What follows belongs to an exercise in optimizing a design on an open flow for small area, a short achievable clock period and few clock cycles; a production flow would make more cautious choices.
RTL that was checked went through simulation tests only; none was proved equivalent to the original.

==> module crack_partial, before the edit <==
module crack_partial(
    input clk,
    input rst_n,
    input [31:0]lower_bound,
    input [31:0]upper_bound,
    input [127:0]hash_answer,
    output [31:0]answer,
    output reg answer_found,
    output reg done);
    localparam [31:0] H0 = 32'h67452301;
    localparam [31:0] H1 = 32'hefcdab89;
    localparam [31:0] H2 = 32'h98badcfe;
    localparam [31:0] H3 = 32'h10325476;
    localparam [31:0] KW0 = 32'h6edff7a9;
    localparam [31:0] KW1 = 32'h18f7e786;
    function [31:0] sum_eq_bits;
        input [31:0] x, y, z;
        reg [32:0] c;
        integer k;
        begin
            c[0] = 1'b0;
            for (k = 0; k < 32; k = k + 1)
                c[k+1] = (x[k] & y[k]) | ((x[k] ^ y[k]) & ~z[k]);
            sum_eq_bits = ~(x ^ y ^ z ^ c[31:0]);
        end
    endfunction
    function [31:0] bswap;
        input [31:0] x;
        bswap = {x[7:0], x[15:8], x[23:16], x[31:24]};
    endfunction
    function [31:0] bcd_inc;
        input [31:0] x;
        reg cy;
        integer k;
        begin
            cy = 1'b1;
            for (k = 0; k < 8; k = k + 1) begin
                if (cy) bcd_inc[4*k +: 4] = (x[4*k +: 4] == 4'd9) ? 4'd0 : x[4*k +: 4] + 4'd1;
                else    bcd_inc[4*k +: 4] = x[4*k +: 4];
                cy = cy & (x[4*k +: 4] == 4'd9);
            end
        end
    endfunction
    function [31:0] w0d;
        input [31:0] x;
        w0d = {4'd0, x[19:16], 4'd0, x[23:20], 4'd0, x[27:24], 4'd0, x[31:28]};
    endfunction
    function [31:0] w1d;
        input [31:0] x;
        w1d = {4'd0, x[3:0], 4'd0, x[7:4], 4'd0, x[11:8], 4'd0, x[15:12]};
    endfunction
    reg [31:0] aP, aB, aC, aD;   
    reg [31:0] akw;              
    reg [1:0]  awsel;            
    reg [5:0]  ar;               
    reg [3:0]  afs;              
    reg [31:0] acand;            
    reg        arun, apend, avfy, avm;
    reg [31:0] kP, kB, kC;       
    reg [31:0] S;                
    reg [5:0]  kr;
    reg [3:0]  kco;              
    reg [31:0] kcand;
    reg        krun, kpend, kvfy, kvm;
    reg [7:0]  kmn;              
    reg [31:0] nx;               
    reg [31:0] ub;               
    wire [31:0] kw2_unused;
    wire [1:0]  fine_n;
    md5_tab tab1 (.r(ar), .kw2(kw2_unused), .fine(fine_n));
    wire [31:0] S_n;
    md5_s1 s1 (.fs(afs), .fine(fine_n), .P(aP), .B(aB), .C(aC), .D(aD), .S(S_n));
    wire [31:0] wd = awsel[0] ? w0d(acand) : awsel[1] ? w1d(acand) : 32'd0;
    wire [31:0] ps = aD ^ akw ^ wd;
    wire [31:0] pc = (aD & akw) | (aD & wd) | (akw & wd);
    wire [31:0] P_n;
    add32 padd (.x(ps), .y({pc[30:0], 1'b0}), .s(P_n));
    reg [31:0] hc;
    always @(*) begin
        case (ar[1:0])
            2'd1: hc = H0;
            2'd2: hc = H3;
            2'd3: hc = H2;
            default: hc = H1;
        endcase
    end
    reg [31:0] hw;
    always @(*) begin
        case (ar[1:0])
            2'd1: hw = bswap(hash_answer[127:96]);
            2'd2: hw = bswap(hash_answer[31:0]);
            2'd3: hw = bswap(hash_answer[63:32]);
            default: hw = bswap(hash_answer[95:64]);
        endcase
    end
    wire [31:0] mb = sum_eq_bits(aB, hc, hw);
    wire [7:0] mn_n = {&mb[31:28], &mb[27:24], &mb[23:20], &mb[19:16],
                       &mb[15:12], &mb[11:8], &mb[7:4], &mb[3:0]};
    wire [31:0] Q;
    md5_s2 s2 (.coarse(kco), .S(S), .B(kB), .Q(Q));
    wire [31:0] kw2_n;
    wire [1:0]  fine_unused;
    md5_tab tab2 (.r(kr), .kw2(kw2_n), .fine(fine_unused));
    wire km      = &kmn;
    wire chk61   = krun & ~kvfy & (kr == 6'd61);
    wire fin     = krun & kvfy & (kr == 6'd0);
    wire fail    = (chk61 & ~km) | (fin & ~(kvm & km));
    wire hit     = fin & kvm & km;
    wire need    = fail | kpend;
    wire exh     = nx > ub;
    wire restart = need & ~exh & ~done;
    wire a_alive = restart | (krun & ~need);
    wire k_alive = arun | apend;
    wire [5:0] r1 = kr + 6'd1;
    reg  [3:0] fs_n;
    always @(*) begin
        case (r1[5:4])
            2'd0: fs_n = 4'b0001;
            2'd1: fs_n = 4'b0010;
            2'd2: fs_n = 4'b0100;
            default: fs_n = 4'b1000;
        endcase
    end
    wire [1:0] wsel_n = {kr == 6'd14 || kr == 6'd34 || kr == 6'd53,
                         kr == 6'd17 || kr == 6'd39 || kr == 6'd46};
    always @(posedge clk) begin
        S <= S_n;
        kP <= P_n;
        kB <= aB;
        kC <= aC;
        kr <= ar;
        kco <= 4'b0001 << ar[1:0];
        kvfy <= avfy;
        kvm <= avm;
        kmn <= mn_n;
        ub <= upper_bound;
        if (restart) begin
            aP <= KW0 + w0d(nx);
            aB <= H1;
            aC <= H2;
            aD <= H3;
            ar <= 6'd0;
            afs <= 4'b0001;
            akw <= KW1;
            awsel <= 2'b10;
            avfy <= 1'b0;
        end else begin
            aP <= kP;
            aB <= Q;
            aC <= kB;
            aD <= kC;
            ar <= r1;
            afs <= fs_n;
            akw <= kw2_n;
            awsel <= wsel_n;
            avfy <= kvfy | chk61;
        end
        avm <= (kr == 6'd62) ? km : (kvm & km);
        acand <= restart ? nx : kcand;
        kcand <= acand;
    end
    always @(posedge clk) begin
        if (!rst_n) begin
            nx <= lower_bound;
            arun <= 1'b0;
            krun <= 1'b0;
            apend <= 1'b1;
            kpend <= 1'b1;
            done <= 1'b0;
            answer_found <= 1'b0;
        end else begin
            if (restart) nx <= bcd_inc(nx);
            else if (hit & ~done) nx <= kcand;
            arun <= a_alive;
            apend <= 1'b0;
            krun <= arun;
            kpend <= apend;
            if (!done) begin
                done <= hit | (~a_alive & ~k_alive);
                answer_found <= hit;
            end
        end
    end
    assign answer = nx;
endmodule
==> flow/config.mk <==
export PLATFORM = sky130hd
export DESIGN_NAME = crack_partial
export DESIGN_NICKNAME = crack_partial
export VERILOG_FILES = /design/flow/design.v
export SDC_FILE = /design/flow/constraint.sdc
export NUM_CORES = 4
export LEC_CHECK = 0
export ABC_AREA = 1
export CAP_MARGIN = 20
export CORE_MARGIN = 2
export CORE_UTILIZATION = 40
export CTS_CLUSTER_DIAMETER = 150
export CTS_CLUSTER_SIZE = 25
export SLEW_MARGIN = 20
==> flow/constraint.sdc <==
create_clock -name core_clock -period 12.0 [get_ports {clk}]
set_input_delay 2.4000 -clock core_clock [delete_from_list [all_inputs] [get_ports {clk}]]
set_output_delay 2.4000 -clock core_clock [all_outputs]
set_load 0.01 [all_outputs]
standard.sh (not shown) runs the stock make flow with config.mk's settings and CLKGATE_MAP_FILE= SYNTH_SCRIPT=/design/flow/synth_recipe.tcl, a recipe that flattens the netlist after the stock synthesis.
==> flow/flow/run.sh <==
#!/bin/bash
# Layout flow: the standard flow, with repair_timing aiming for a larger
# setup slack than the flow settings allow, so that the resizer speeds up the
# design beyond the clock period (which stays the design's).
set -euo pipefail
MARGIN=$(cat flow/margin.txt)
bash standard.sh synth > synth.log 2>&1
sed "s/\"\\\${@:-finish}\"/SETUP_SLACK_MARGIN=${MARGIN} \"\${@:-finish}\"/" standard.sh > standard_margin.sh
grep -q "SETUP_SLACK_MARGIN=${MARGIN}" standard_margin.sh
bash standard_margin.sh finish > layout.log 2>&1
==> flow/flow/margin.txt <==
8.5
Testbench counts at the start, summed over its fixed seeds: cycles 82,876.
Change:
--- a/flow/design.v
+++ b/flow/design.v
@@ -119,21 +119,21 @@
     localparam [31:0] H0 = 32'h67452301;
     localparam [31:0] H1 = 32'hefcdab89;
     localparam [31:0] H2 = 32'h98badcfe;
     localparam [31:0] H3 = 32'h10325476;
     localparam [31:0] KW0 = 32'h6edff7a9;
     localparam [31:0] KW1 = 32'h18f7e786;
-    function [31:0] sum_eq_bits;
+    function sum_eq;
         input [31:0] x, y, z;
         reg [32:0] c;
         integer k;
         begin
             c[0] = 1'b0;
             for (k = 0; k < 32; k = k + 1)
                 c[k+1] = (x[k] & y[k]) | ((x[k] ^ y[k]) & ~z[k]);
-            sum_eq_bits = ~(x ^ y ^ z ^ c[31:0]);
+            sum_eq = &(~(x ^ y ^ z ^ c[31:0]));
         end
     endfunction
     function [31:0] bswap;
         input [31:0] x;
         bswap = {x[7:0], x[15:8], x[23:16], x[31:24]};
     endfunction
@@ -168,15 +168,16 @@
     reg [31:0] kP, kB, kC;       
     reg [31:0] S;                
     reg [5:0]  kr;
     reg [3:0]  kco;              
     reg [31:0] kcand;
     reg        krun, kpend, kvfy, kvm;
-    reg [7:0]  kmn;              
+    reg        km;               
     reg [31:0] nx;               
     reg [31:0] ub;               
+    reg [31:0] hsel;             
     wire [31:0] kw2_unused;
     wire [1:0]  fine_n;
     md5_tab tab1 (.r(ar), .kw2(kw2_unused), .fine(fine_n));
     wire [31:0] S_n;
     md5_s1 s1 (.fs(afs), .fine(fine_n), .P(aP), .B(aB), .C(aC), .D(aD), .S(S_n));
     wire [31:0] wd = awsel[0] ? w0d(acand) : awsel[1] ? w1d(acand) : 32'd0;
@@ -190,30 +191,18 @@
             2'd1: hc = H0;
             2'd2: hc = H3;
             2'd3: hc = H2;
             default: hc = H1;
         endcase
     end
-    reg [31:0] hw;
-    always @(*) begin
-        case (ar[1:0])
-            2'd1: hw = bswap(hash_answer[127:96]);
-            2'd2: hw = bswap(hash_answer[31:0]);
-            2'd3: hw = bswap(hash_answer[63:32]);
-            default: hw = bswap(hash_answer[95:64]);
-        endcase
-    end
-    wire [31:0] mb = sum_eq_bits(aB, hc, hw);
-    wire [7:0] mn_n = {&mb[31:28], &mb[27:24], &mb[23:20], &mb[19:16],
-                       &mb[15:12], &mb[11:8], &mb[7:4], &mb[3:0]};
+    wire m_n = sum_eq(aB, hc, hsel);
     wire [31:0] Q;
     md5_s2 s2 (.coarse(kco), .S(S), .B(kB), .Q(Q));
     wire [31:0] kw2_n;
     wire [1:0]  fine_unused;
     md5_tab tab2 (.r(kr), .kw2(kw2_n), .fine(fine_unused));
-    wire km      = &kmn;
     wire chk61   = krun & ~kvfy & (kr == 6'd61);
     wire fin     = krun & kvfy & (kr == 6'd0);
     wire fail    = (chk61 & ~km) | (fin & ~(kvm & km));
     wire hit     = fin & kvm & km;
     wire need    = fail | kpend;
     wire exh     = nx > ub;
@@ -238,14 +227,20 @@
         kB <= aB;
         kC <= aC;
         kr <= ar;
         kco <= 4'b0001 << ar[1:0];
         kvfy <= avfy;
         kvm <= avm;
-        kmn <= mn_n;
+        km <= m_n;
         ub <= upper_bound;
+        case (kr[1:0])
+            2'd0: hsel <= bswap(hash_answer[127:96]);
+            2'd1: hsel <= bswap(hash_answer[31:0]);
+            2'd2: hsel <= bswap(hash_answer[63:32]);
+            default: hsel <= bswap(hash_answer[95:64]);
+        endcase
         if (restart) begin
             aP <= KW0 + w0d(nx);
             aB <= H1;
             aC <= H2;
             aD <= H3;
             ar <= 6'd0;
Effect: Worst setup slack improved by 0.11 ns; wire length is higher by a few percent; cell count is higher slightly; count of clock-buffer cells in the layout is higher by 1; via count is higher by a few percent; non-clock buffer count is higher by 4; cell area hardly moves; die area is higher by a few percent; global-route usage is higher by 0.32 points; hold slack improved by 0.0066 ns; utilization is lower by 1.2 points.
Testbench counts after the change, summed over its fixed seeds: cycles 82,876.

Setup of v6:
The RTL this note starts from:
==> flow/design.v <==
module BCDUnitAdder (input  [3:0] A,
                     input  [3:0] B,
                     input        Cin,
                     output [3:0] Sum,
                     output       Carry);
    wire [4:0] bin = A + B + Cin;
    assign Carry = (bin > 5'd9);
    assign Sum   = Carry ? (bin[3:0] + 4'd6) : bin[3:0];
endmodule
module BCDAdder #(parameter SIZE = 8)
                 (input [SIZE*4-1:0] A,
                  input [SIZE*4-1:0] B,
                  output [SIZE*4-1:0] Answer);
    wire [SIZE-1:0] carry;
    genvar i;
    BCDUnitAdder A0(
        .A(A[3:0]),
        .B(B[3:0]),
        .Cin(0),
        .Sum(Answer[3:0]),
        .Carry(carry[0])
    );
    for (i=1;i<SIZE;i=i+1)begin
        BCDUnitAdder unit(
        .A(A[4*i+:4]),
        .B(B[4*i+:4]),
        .Cin(carry[i-1]),
        .Sum(Answer[4*i+:4]),
        .Carry(carry[i])
    );
    end
endmodule
module md5_s1 (
    input  [1:0]  g,
    input  [1:0]  fine,
    input  [31:0] P,
    input  [31:0] B,
    input  [31:0] C,
    input  [31:0] D,
    output [31:0] S
);
    reg [31:0] F;
    always @(*) begin
        case (g)
            2'd0: F = (B & C) | (~B & D);
            2'd1: F = (D & B) | (~D & C);
            2'd2: F = B ^ C ^ D;
            default: F = C ^ (B | ~D);
        endcase
    end
    wire [31:0] T;
    add32 add (.x(P), .y(F), .s(T));
    reg [31:0] t1;
    always @(*) begin
        case (fine)
            2'd0: t1 = {T[27:0], T[31:28]};
            2'd1: t1 = {T[26:0], T[31:27]};
            2'd2: t1 = {T[25:0], T[31:26]};
            default: t1 = {T[24:0], T[31:25]};
        endcase
    end
    assign S = t1;
endmodule
module md5_s2 (
    input  [3:0]  coarse,    
    input  [31:0] S,
    input  [31:0] B,
    output [31:0] Q
);
    wire [31:0] t2 = ({32{coarse[0]}} & S)
                   | ({32{coarse[1]}} & {S[26:0], S[31:27]})
                   | ({32{coarse[2]}} & {S[21:0], S[31:22]})
                   | ({32{coarse[3]}} & {S[15:0], S[31:16]});
    add32 add (.x(B), .y(t2), .s(Q));
endmodule
module md5_tab (
    input  [5:0]  r,
    output [31:0] kw2,
    output [1:0]  fine
);
    localparam [2047:0] KW2 = 2048'h18f7e786079ad4a8eb86d3912ad7d33bbd3af235f7537e824e0811a1a3014314fe2ce6e06fa87e4fb5b48e01ffeff47d8f0ccc92655b59c3fc93a039ab9423e7432aff9724595274c4ac56e51fa27cf8e6db99e5d9d4d03904881d05d4ef30851ad1582a289b7ec6bebfbc70f6bb4b604bdecfa9d4ef1a74fde5384c6d9d61228771f681fffa39428d2a4c8a676f02d9fcefa478a9e3e905455a14edf4d50d87c337081621e1cde6e7d3fbc8d8a1e68102441453d62f105d19e6f7da265e5a51c040b340264e559249b40821a67943cefd9871936b901122895cd7beffff5bb18b44f7af698098d8fd469501a83046134787c62af57c0fafc1bdceee2420715b;
    localparam [127:0] FR = 128'b01010110010101100101011001010110111010001110100011101000111010000000000100000001000000010000000110111111101111111011111110111111;
    assign kw2 = KW2[32*r +: 32];
    assign fine = FR[2*r +: 2];
endmodule
module add32 (
    input  [31:0] x,
    input  [31:0] y,
    output [31:0] s
);
    reg [31:0] G, P;
    integer i, l, d;
    always @(*) begin
        G = x & y;
        P = x ^ y;
        for (l = 0; l < 5; l = l + 1) begin
            d = 1 << l;
            for (i = 0; i < 32; i = i + 1)
                if (((i + 1) % (2 * d)) == 0) begin
                    G[i] = G[i] | (P[i] & G[i - d]);
                    P[i] = P[i] & P[i - d];
                end
        end
        for (l = 3; l >= 0; l = l - 1) begin
            d = 1 << l;
            for (i = 0; i < 32; i = i + 1)
                if (((i + 1) % (2 * d)) == d && i >= 2 * d) begin
                    G[i] = G[i] | (P[i] & G[i - d]);
                    P[i] = P[i] & P[i - d];
                end
        end
    end
    assign s = (x ^ y) ^ {G[30:0], 1'b0};
endmodule
module crack_partial(
    input clk,
    input rst_n,
    input [31:0]lower_bound,
    input [31:0]upper_bound,
    input [127:0]hash_answer,
    output [31:0]answer,
    output reg answer_found,
    output reg done);
    localparam [31:0] H0 = 32'h67452301;
    localparam [31:0] H1 = 32'hefcdab89;
    localparam [31:0] H2 = 32'h98badcfe;
    localparam [31:0] H3 = 32'h10325476;
    localparam [31:0] KW0 = 32'h6edff7a9;
    localparam [31:0] KW1 = 32'h18f7e786;
    function sum_eq;
        input [31:0] x, y, z;
        reg [32:0] c;
        integer k;
        begin
            c[0] = 1'b0;
            for (k = 0; k < 32; k = k + 1)
                c[k+1] = (x[k] & y[k]) | ((x[k] ^ y[k]) & ~z[k]);
            sum_eq = &(~(x ^ y ^ z ^ c[31:0]));
        end
    endfunction
    function [31:0] bswap;
        input [31:0] x;
        bswap = {x[7:0], x[15:8], x[23:16], x[31:24]};
    endfunction
    function [31:0] bcd_inc;
        input [31:0] x;
        reg cy;
        integer k;
        begin
            cy = 1'b1;
            for (k = 0; k < 8; k = k + 1) begin
                if (cy) bcd_inc[4*k +: 4] = (x[4*k +: 4] == 4'd9) ? 4'd0 : x[4*k +: 4] + 4'd1;
                else    bcd_inc[4*k +: 4] = x[4*k +: 4];
                cy = cy & (x[4*k +: 4] == 4'd9);
            end
        end
    endfunction
    function [31:0] w0d;
        input [31:0] x;
        w0d = {4'd0, x[19:16], 4'd0, x[23:20], 4'd0, x[27:24], 4'd0, x[31:28]};
    endfunction
    function [31:0] w1d;
        input [31:0] x;
        w1d = {4'd0, x[3:0], 4'd0, x[7:4], 4'd0, x[11:8], 4'd0, x[15:12]};
    endfunction
    reg [31:0] aP, aB, aC, aD;   
    reg [31:0] akw;              
    reg [1:0]  awsel;            
    reg [5:0]  ar;               
    reg [31:0] acand;            
    reg        arun, apend, avfy, avm;
    reg [31:0] kP, kB, kC;       
    reg [31:0] S;                
    reg [5:0]  kr;
    reg [3:0]  kco;              
    reg [31:0] kcand;
    reg        krun, kpend, kvfy, kvm;
    reg        km;               
    reg [31:0] nx;               
    reg [31:0] ub;               
    reg [31:0] hsel;             
    wire [31:0] kw2_unused;
    wire [1:0]  fine_n;
    md5_tab tab1 (.r(ar), .kw2(kw2_unused), .fine(fine_n));
    wire [31:0] S_n;
    md5_s1 s1 (.g(ar[5:4]), .fine(fine_n), .P(aP), .B(aB), .C(aC), .D(aD), .S(S_n));
    wire [31:0] wd = awsel[0] ? w0d(acand) : awsel[1] ? w1d(acand) : 32'd0;
    wire [31:0] ps = aD ^ akw ^ wd;
    wire [31:0] pc = (aD & akw) | (aD & wd) | (akw & wd);
    wire [31:0] P_n;
    add32 padd (.x(ps), .y({pc[30:0], 1'b0}), .s(P_n));
    reg [31:0] hc;
    always @(*) begin
        case (ar[1:0])
            2'd1: hc = H0;
            2'd2: hc = H3;
            2'd3: hc = H2;
            default: hc = H1;
        endcase
    end
    wire m_n = sum_eq(aB, hc, hsel);
    wire [31:0] Q;
    md5_s2 s2 (.coarse(kco), .S(S), .B(kB), .Q(Q));
    wire [31:0] kw2_n;
    wire [1:0]  fine_unused;
    md5_tab tab2 (.r(kr), .kw2(kw2_n), .fine(fine_unused));
    wire chk61   = krun & ~kvfy & (kr == 6'd61);
    wire fin     = krun & kvfy & (kr == 6'd0);
    wire fail    = (chk61 & ~km) | (fin & ~(kvm & km));
    wire hit     = fin & kvm & km;
    wire need    = fail | kpend;
    wire exh     = nx > ub;
    wire restart = need & ~exh & ~done;
    wire a_alive = restart | (krun & ~need);
    wire k_alive = arun | apend;
    wire [5:0] r1 = kr + 6'd1;
    wire [1:0] wsel_n = {kr == 6'd14 || kr == 6'd34 || kr == 6'd53,
                         kr == 6'd17 || kr == 6'd39 || kr == 6'd46};
    always @(posedge clk) begin
        S <= S_n;
        kP <= P_n;
        kB <= aB;
        kC <= aC;
        kr <= ar;
        kco <= 4'b0001 << ar[1:0];
        kvfy <= avfy;
        kvm <= avm;
        km <= m_n;
        ub <= upper_bound;
        case (kr[1:0])
            2'd0: hsel <= bswap(hash_answer[127:96]);
            2'd1: hsel <= bswap(hash_answer[31:0]);
            2'd2: hsel <= bswap(hash_answer[63:32]);
            default: hsel <= bswap(hash_answer[95:64]);
        endcase
        if (restart) begin
            aP <= KW0 + w0d(nx);
            aB <= H1;
            aC <= H2;
            aD <= H3;
            ar <= 6'd0;
            akw <= KW1;
            awsel <= 2'b10;
            avfy <= 1'b0;
        end else begin
            aP <= kP;
            aB <= Q;
            aC <= kB;
            aD <= kC;
            ar <= r1;
            akw <= kw2_n;
            awsel <= wsel_n;
            avfy <= kvfy | chk61;
        end
        avm <= (kr == 6'd62) ? km : (kvm & km);
        acand <= restart ? nx : kcand;
        kcand <= acand;
    end
    always @(posedge clk) begin
        if (!rst_n) begin
            nx <= lower_bound;
            arun <= 1'b0;
            krun <= 1'b0;
            apend <= 1'b1;
            kpend <= 1'b1;
            done <= 1'b0;
            answer_found <= 1'b0;
        end else begin
            if (restart) nx <= bcd_inc(nx);
            else if (hit & ~done) nx <= kcand;
            arun <= a_alive;
            apend <= 1'b0;
            krun <= arun;
            kpend <= apend;
            if (!done) begin
                done <= hit | (~a_alive & ~k_alive);
                answer_found <= hit;
            end
        end
    end
    assign answer = nx;
endmodule
Settings: LEC_CHECK=0, ABC_AREA=1, CAP_MARGIN=5, CORE_MARGIN=2, CORE_UTILIZATION=40, CTS_CLUSTER_DIAMETER=150, CTS_CLUSTER_SIZE=25, SLEW_MARGIN=5, TNS_END_PERCENT=0; clock period 12.0 ns.
==> flow/flow/run.sh <==
#!/bin/bash
# Layout flow: the standard flow, with two changes after synthesis:
#  - repair_timing aims for a larger setup slack than the flow settings allow
#    (flow/margin.txt, ns), so that the resizer speeds the design up beyond
#    the clock period (which stays the design's);
#  - the buffer that every input and output port gets is a plain buf_1
#    rather than the delay cell buffer_ports picks by default.
set -euo pipefail
MARGIN=$(cat flow/margin.txt)
bash standard.sh synth > synth.log 2>&1
sed "s/\"\\\${@:-finish}\"/SETUP_SLACK_MARGIN=${MARGIN} \"\${@:-finish}\"/" standard.sh > standard_margin.sh
grep -q "SETUP_SLACK_MARGIN=${MARGIN}" standard_margin.sh
export BUFFER_PORTS_ARGS="-buffer_cell sky130_fd_sc_hd__buf_1"
bash standard_margin.sh finish > layout.log 2>&1
Scripts as last shown in full above: flow/flow/margin.txt
v6 finished every step from synthesis to the final layout, and the layout passed the timing, DRC and antenna checks.
Setup changes, v6 to v7
diff --git a/flow/design.v b/flow/design.v
--- a/flow/design.v
+++ b/flow/design.v
@@ -29,27 +29,22 @@
         .Carry(carry[i])
     );
     end
 endmodule
 module md5_s1 (
-    input  [1:0]  g,
+    input  [3:0]  fs,
     input  [1:0]  fine,
     input  [31:0] P,
     input  [31:0] B,
     input  [31:0] C,
     input  [31:0] D,
     output [31:0] S
 );
-    reg [31:0] F;
-    always @(*) begin
-        case (g)
-            2'd0: F = (B & C) | (~B & D);
-            2'd1: F = (D & B) | (~D & C);
-            2'd2: F = B ^ C ^ D;
-            default: F = C ^ (B | ~D);
-        endcase
-    end
+    wire [31:0] F = ({32{fs[0]}} & ((B & C) | (~B & D)))
+                  | ({32{fs[1]}} & ((D & B) | (~D & C)))
+                  | ({32{fs[2]}} & (B ^ C ^ D))
+                  | ({32{fs[3]}} & (C ^ (B | ~D)));
     wire [31:0] T;
     add32 add (.x(P), .y(F), .s(T));
     reg [31:0] t1;
     always @(*) begin
         case (fine)
@@ -165,10 +160,11 @@
     endfunction
     reg [31:0] aP, aB, aC, aD;   
     reg [31:0] akw;              
     reg [1:0]  awsel;            
     reg [5:0]  ar;               
+    reg [3:0]  afs;              
     reg [31:0] acand;            
     reg        arun, apend, avfy, avm;
     reg [31:0] kP, kB, kC;       
     reg [31:0] S;                
     reg [5:0]  kr;
@@ -181,11 +177,11 @@
     reg [31:0] hsel;             
     wire [31:0] kw2_unused;
     wire [1:0]  fine_n;
     md5_tab tab1 (.r(ar), .kw2(kw2_unused), .fine(fine_n));
     wire [31:0] S_n;
-    md5_s1 s1 (.g(ar[5:4]), .fine(fine_n), .P(aP), .B(aB), .C(aC), .D(aD), .S(S_n));
+    md5_s1 s1 (.fs(afs), .fine(fine_n), .P(aP), .B(aB), .C(aC), .D(aD), .S(S_n));
     wire [31:0] wd = awsel[0] ? w0d(acand) : awsel[1] ? w1d(acand) : 32'd0;
     wire [31:0] ps = aD ^ akw ^ wd;
     wire [31:0] pc = (aD & akw) | (aD & wd) | (akw & wd);
     wire [31:0] P_n;
     add32 padd (.x(ps), .y({pc[30:0], 1'b0}), .s(P_n));
@@ -212,10 +208,19 @@
     wire exh     = nx > ub;
     wire restart = need & ~exh & ~done;
     wire a_alive = restart | (krun & ~need);
     wire k_alive = arun | apend;
     wire [5:0] r1 = kr + 6'd1;
+    reg  [3:0] fs_n;
+    always @(*) begin
+        case (r1[5:4])
+            2'd0: fs_n = 4'b0001;
+            2'd1: fs_n = 4'b0010;
+            2'd2: fs_n = 4'b0100;
+            default: fs_n = 4'b1000;
+        endcase
+    end
     wire [1:0] wsel_n = {kr == 6'd14 || kr == 6'd34 || kr == 6'd53,
                          kr == 6'd17 || kr == 6'd39 || kr == 6'd46};
     always @(posedge clk) begin
         S <= S_n;
         kP <= P_n;
@@ -237,19 +242,21 @@
             aP <= KW0 + w0d(nx);
             aB <= H1;
             aC <= H2;
             aD <= H3;
             ar <= 6'd0;
+            afs <= 4'b0001;
             akw <= KW1;
             awsel <= 2'b10;
             avfy <= 1'b0;
         end else begin
             aP <= kP;
             aB <= Q;
             aC <= kB;
             aD <= kC;
             ar <= r1;
+            afs <= fs_n;
             akw <= kw2_n;
             awsel <= wsel_n;
             avfy <= kvfy | chk61;
         end
         avm <= (kr == 6'd62) ? km : (kvm & km);
==> run summary <==
- When v7 is measured against v6, its utilization of the core after routing turns out 0.33 points higher.
- On v7: fraction of final layout cells sized beyond drive strength 1 is 1.7 points higher than what v6 gave.
- In the metrics for v6 and v7, the one carrying the lower routed wire length is v6.
- Across v6 and v7, none had a timing, DRC or antenna violation.
- For v7, the launch point of the worst path was nx[28], unlike v6, where it was ar[4].
- In the reports for v6 and v7, the larger sequential share of layout area belongs to v6.
Testbench counts of v7, summed over its fixed seeds: cycles 82,876.
The RTL of v6 was laid out without a check of its function.

re-timing with driven ports:
The results above use ideal ports. As a check the final layouts listed here were re-extracted and re-timed, cells and wires unchanged.
Step 1 (the two cells are an assumption about what drives the block):
set clk [get_ports {clk}]
set_driving_cell -lib_cell sky130_fd_sc_hd__clkbuf_16 $clk
set_driving_cell -lib_cell sky130_fd_sc_hd__buf_2 [delete_from_list [all_inputs] $clk]
Step 2, shift: input delay + t, output delay - t, t = (earliest + latest rising clock arrival at the registers) / 2. This alone moves slack from input paths to output paths.
a / b / c = no drivers / after step 1 / after step 2; a / b = the first two.
| run | t, ns | setup WS [ns] | worst setup path after step 2 |
|---|---|---|---|
| the first run of note 1 | 0.639 | 8.271 / 8.212 / 7.886 | input to register |
| the second run of note 1 | 0.649 | 8.381 / 8.316 / 7.977 | input to register |
| v6 | 0.653 | 8.049 / 8.049 / 7.579 | input to register |
| v7 | 0.641 | 8.382 / 8.317 / 8.036 | input to register |
After both steps every run listed still meets setup and hold. For v6, which loses most, drivers alone change the setup slack by 0.000 ns; drivers and shift together by -0.470 ns.
